This is an optimization exercise on Yosys and OpenROAD, whose aim is small area, not a production implementation.
In this exercise RTL edits were held to simulation tests only and were not proved equivalent to the original.
The flow treats the clock pin as an ideal source. Dropping or thinning the clock tree relies on that and would not hold on a real chip.

==> exp/delta <==
==> flow/design.v (excerpt) <==
module fir_filter(clk,reset,data_in,data_out);
input clk,reset;
input signed [15:0] data_in;  
output reg signed [15:0] data_out;  
reg [15:0] x0, x1, x2, x3, x4, x5, x6, x7;
wire [15:0] y;
always @(posedge clk or posedge reset)
  if (reset) begin
    x0 <= 0; x1 <= 0; x2 <= 0; x3 <= 0;
    x4 <= 0; x5 <= 0; x6 <= 0; x7 <= 0;
    data_out <= 0;
  end else begin
    x0 <= data_in; x1 <= x0; x2 <= x1; x3 <= x2;
    x4 <= x3; x5 <= x4; x6 <= x5; x7 <= x6;
    data_out <= y;
  end
  wire n1 = x1[0] ^ x6[0];
  wire n2 = x1[0] & x6[0];
  wire n3, n4;
  fir_fa u_n3 (.a(x1[1]), .b(x6[1]), .c(n2), .s(n3), .co(n4));
  wire n5, n6;
  fir_fa u_n5 (.a(x1[2]), .b(x6[2]), .c(n4), .s(n5), .co(n6));
  wire n7, n8;
  fir_fa u_n7 (.a(x1[3]), .b(x6[3]), .c(n6), .s(n7), .co(n8));
  wire n9, n10;
  fir_fa u_n9 (.a(x1[4]), .b(x6[4]), .c(n8), .s(n9), .co(n10));
  wire n11, n12;
  fir_fa u_n11 (.a(x1[5]), .b(x6[5]), .c(n10), .s(n11), .co(n12));
  wire n13, n14;
  ...
==> flow/config.mk <==
export PLATFORM = sky130hd
export DESIGN_NAME = fir_filter
export DESIGN_NICKNAME = fir_filter
export VERILOG_FILES = /design/flow/design.v
export SDC_FILE = /design/flow/constraint.sdc
export NUM_CORES = 4
export LEC_CHECK = 0
export CAP_MARGIN = 20
export CORE_MARGIN = 2
export CORE_UTILIZATION = 72
export GPL_TIMING_DRIVEN = 0
export SLEW_MARGIN = 20
export SYNTH_HIERARCHICAL = 1
==> flow/constraint.sdc <==
create_clock -name core_clock -period 13.0 [get_ports {clk}]
set_input_delay 2.6000 -clock core_clock [delete_from_list [all_inputs] [get_ports {clk}]]
set_output_delay 2.6000 -clock core_clock [all_outputs]
set_load 0.01 [all_outputs]
standard.sh (not shown) runs the stock make flow with config.mk's settings and CLKGATE_MAP_FILE= SYNTH_SCRIPT=/design/flow/synth_recipe.tcl, a recipe that flattens the netlist after the stock synthesis.
==> flow/flow/run.sh <==
#!/bin/bash
# The standard layout (bash standard.sh) with these changes:
#  - port buffers (one per input and output port, as standard) use buf_1 cells;
#  - after clock tree synthesis, its tree is replaced (POST_CTS_TCL hook) by a
#    two-level tree: clk -> one clkbuf_8 -> 9 clkbuf_8, each driving the
#    flip-flops of one placement cluster (flow/mantree.tcl, flow/rebuild.tcl).
# standard.sh's output goes to standard_flow.log; ORFS's per-step logs stay in orfs/logs.
set -euo pipefail
FLOWDIR="$PWD/flow"
cat > "$PWD/post_cts.tcl" <<EOF
source $FLOWDIR/mantree.tcl
source $FLOWDIR/rebuild.tcl
clktree_rebuild 9 sky130_fd_sc_hd__clkbuf_8 sky130_fd_sc_hd__clkbuf_8
detailed_placement
check_placement -verbose
estimate_parasitics -placement
report_worst_slack -max
report_worst_slack -min
EOF
export POST_CTS_TCL="$PWD/post_cts.tcl"
export BUFFER_PORTS_ARGS="-buffer_cell sky130_fd_sc_hd__buf_1"
export CTS_ARGS="-sink_clustering_enable -repair_clock_nets -buf_list sky130_fd_sc_hd__clkbuf_8 -dont_use_dummy_load"
bash standard.sh > standard_flow.log 2>&1
==> flow/flow/mantree.tcl <==
# Build a two-level clock tree by hand: the clock port drives one root
# buffer, which drives NLEAF leaf buffers, each feeding the flip-flops of one
# k-means cluster (by placed location) directly.
proc mantree_build { nleaf leaf_cell root_cell } {
  set db [ord::get_db]
  set block [ord::get_db_block]
  set clknet [$block findNet clk]
  set sinks {}
  foreach it [$clknet getITerms] {
    lappend sinks $it
  }
  set pts {}
  foreach it $sinks {
    set b [[$it getInst] getBBox]
    lappend pts [list [expr {([$b xMin] + [$b xMax]) / 2}] [expr {([$b yMin] + [$b yMax]) / 2}]]
  }
  set n [llength $pts]
  # k-means, deterministic init: sinks sorted by x then split evenly
  set order [lsort -integer -indices [lmap p $pts {lindex $p 0}]]
  set cent {}
  for {set k 0} {$k < $nleaf} {incr k} {
    set i [lindex $order [expr {int(($k + 0.5) * $n / $nleaf)}]]
    lappend cent [lindex $pts $i]
  }
  set cap [expr {int(ceil(double($n) / $nleaf)) + 2}]
  for {set iter 0} {$iter < 30} {incr iter} {
    # capacity-limited assignment: closest sink-centroid pairs first
    set pairs {}
    for {set i 0} {$i < $n} {incr i} {
      set p [lindex $pts $i]
      for {set k 0} {$k < $nleaf} {incr k} {
        set c [lindex $cent $k]
        set d [expr {abs([lindex $p 0] - [lindex $c 0]) + abs([lindex $p 1] - [lindex $c 1])}]
        lappend pairs [list $d $i $k]
      }
    }
    set pairs [lsort -real -index 0 $pairs]
    set asg [lrepeat $n -1]
    set cnt [lrepeat $nleaf 0]
    foreach pr $pairs {
      lassign $pr d i k
      if {[lindex $asg $i] >= 0} continue
      if {[lindex $cnt $k] >= $cap} continue
      lset asg $i $k
      lset cnt $k [expr {[lindex $cnt $k] + 1}]
    }
    set newc {}
    for {set k 0} {$k < $nleaf} {incr k} {
      set sx 0; set sy 0; set m 0
      for {set i 0} {$i < $n} {incr i} {
        if {[lindex $asg $i] == $k} {
          set sx [expr {$sx + [lindex $pts $i 0]}]
          set sy [expr {$sy + [lindex $pts $i 1]}]
          incr m
        }
      }
      if {$m > 0} {
        lappend newc [list [expr {$sx / $m}] [expr {$sy / $m}]]
      } else {
        lappend newc [lindex $cent $k]
      }
    }
    set cent $newc
  }
  # root buffer at the centroid of the leaves
  set rx 0; set ry 0
  foreach c $cent { set rx [expr {$rx + [lindex $c 0]}]; set ry [expr {$ry + [lindex $c 1]}] }
  set rx [expr {$rx / $nleaf}]; set ry [expr {$ry / $nleaf}]
  set rmaster [$db findMaster $root_cell]
  set lmaster [$db findMaster $leaf_cell]
  set root [odb::dbInst_create $block $rmaster "clkroot_buf"]
  $root setLocation [expr {int($rx)}] [expr {int($ry)}]
  $root setPlacementStatus PLACED
  set rnet [odb::dbNet_create $block "clk_root"]
  $rnet setSigType CLOCK
  foreach it $sinks { $it disconnect }
  [$root findITerm A] connect $clknet
  [$root findITerm X] connect $rnet
  for {set k 0} {$k < $nleaf} {incr k} {
    set leaf [odb::dbInst_create $block $lmaster "clkleaf_buf_$k"]
    $leaf setLocation [expr {int([lindex $cent $k 0])}] [expr {int([lindex $cent $k 1])}]
    $leaf setPlacementStatus PLACED
    set lnet [odb::dbNet_create $block "clk_leaf_$k"]
    $lnet setSigType CLOCK
    [$leaf findITerm A] connect $rnet
    [$leaf findITerm X] connect $lnet
    for {set i 0} {$i < $n} {incr i} {
      if {[lindex $asg $i] == $k} {
        [lindex $sinks $i] connect $lnet
      }
    }
  }
  puts "mantree: $n sinks, $nleaf leaves, cluster sizes $cnt"
}
==> flow/flow/rebuild.tcl <==
# Replace the clock tree that clock_tree_synthesis built with a two-level
# tree (mantree.tcl): every flip-flop clock pin goes back on the clock net,
# the CTS buffers and their nets are removed, then the new tree is built.
proc clktree_rebuild { nleaf leaf_cell root_cell } {
  set block [ord::get_db_block]
  set clknet [$block findNet clk]
  set bufs {}
  foreach inst [$block getInsts] {
    if {[string match "clkbuf_*" [$inst getName]] && [string match "sky130_fd_sc_hd__clkbuf_*" [[$inst getMaster] getName]]} {
      lappend bufs $inst
    }
  }
  set nets {}
  foreach b $bufs {
    set onet [[$b findITerm X] getNet]
    if {$onet ne "NULL"} { lappend nets $onet }
  }
  foreach onet $nets {
    foreach it [$onet getITerms] {
      set inst [$it getInst]
      if {[lsearch -exact $bufs $inst] >= 0} continue
      $it disconnect
      $it connect $clknet
    }
  }
  foreach b $bufs { odb::dbInst_destroy $b }
  foreach onet $nets { odb::dbNet_destroy $onet }
  puts "clktree_rebuild: removed [llength $bufs] CTS buffers"
  mantree_build $nleaf $leaf_cell $root_cell
}
==> exp/sierra (differences from exp/delta) <==
==> flow/flow/run.sh (replaced) <==
#!/bin/bash
# The standard layout (bash standard.sh) with two settings changed:
#  - port buffers (one per input and output port, as standard) use buf_1 cells;
#  - clock tree synthesis uses clkbuf_8 buffers and adds no dummy loads.
# standard.sh's output goes to standard_flow.log; ORFS's per-step logs stay in orfs/logs.
set -euo pipefail
export BUFFER_PORTS_ARGS="-buffer_cell sky130_fd_sc_hd__buf_1"
export CTS_ARGS="-sink_clustering_enable -repair_clock_nets -buf_list sky130_fd_sc_hd__clkbuf_8 -dont_use_dummy_load"
bash standard.sh > standard_flow.log 2>&1
removed: flow/flow/mantree.tcl
removed: flow/flow/rebuild.tcl
==> qor summary <==
Endpoint, Worst Hold: exp/sierra x5[15]; exp/delta x2[0]
Final worst-path setup slack: exp/sierra 0.426 ns; exp/delta 0.406 ns
Fillers: exp/sierra 897; exp/delta 903
Fraction of layout instances using a drive strength above 1: exp/sierra 4.90%; exp/delta 3.58%
Global routing met1 resource utilization: exp/sierra 46.6%; exp/delta 46.7%
Clock Latency Late Sink: exp/sierra 0.46 ns; exp/delta 0.45 ns
Status: exp/sierra complete, no violations; exp/delta complete, no violations
Violation count after the first detailed-routing iteration: exp/sierra 249; exp/delta 265
Layout overhead on the synthesized area: exp/sierra 6.21%; exp/delta 5.23%
Met3 GRT Util: exp/sierra 10.6%; exp/delta 6.68%
Detailed-routed wire length on met3: exp/sierra 1860 microns; exp/delta 1630 microns
In exp/delta the design's own scripts or RTL, not TritonCTS, make the clock network.

-- afterwards: timing with drivers on the ports --
No port has a modelled driver above. Below, the same layouts with a new extraction and two added sets of constraints.
Step 1 sets driving cells, clkbuf_16 on the clock port and buf_2 on the other inputs (assumed; they add their load-dependent delay and slew).
Step 2 adds t to the input delays and takes it off the output delays; t is the mean of the earliest and latest rising clock arrival at the registers after step 1. Input paths then give back, and output paths get back, about the clock's delay inside the block.
Three values: ideal, step 1, step 2; two values: the first two.
run	t, ns	slack for setup (ns)	hold slack, ns	worst slew at a driven data input, ns	pins driven straight from the clock port
exp/delta	0.471	0.406 / 0.406 / 0.406	0.401 / 0.401 / 0.401	0.04	1
exp/sierra	0.482	0.426 / 0.426 / 0.426	0.379 / 0.379 / 0.379	0.03	1
After both steps setup and hold are still met in every run listed.
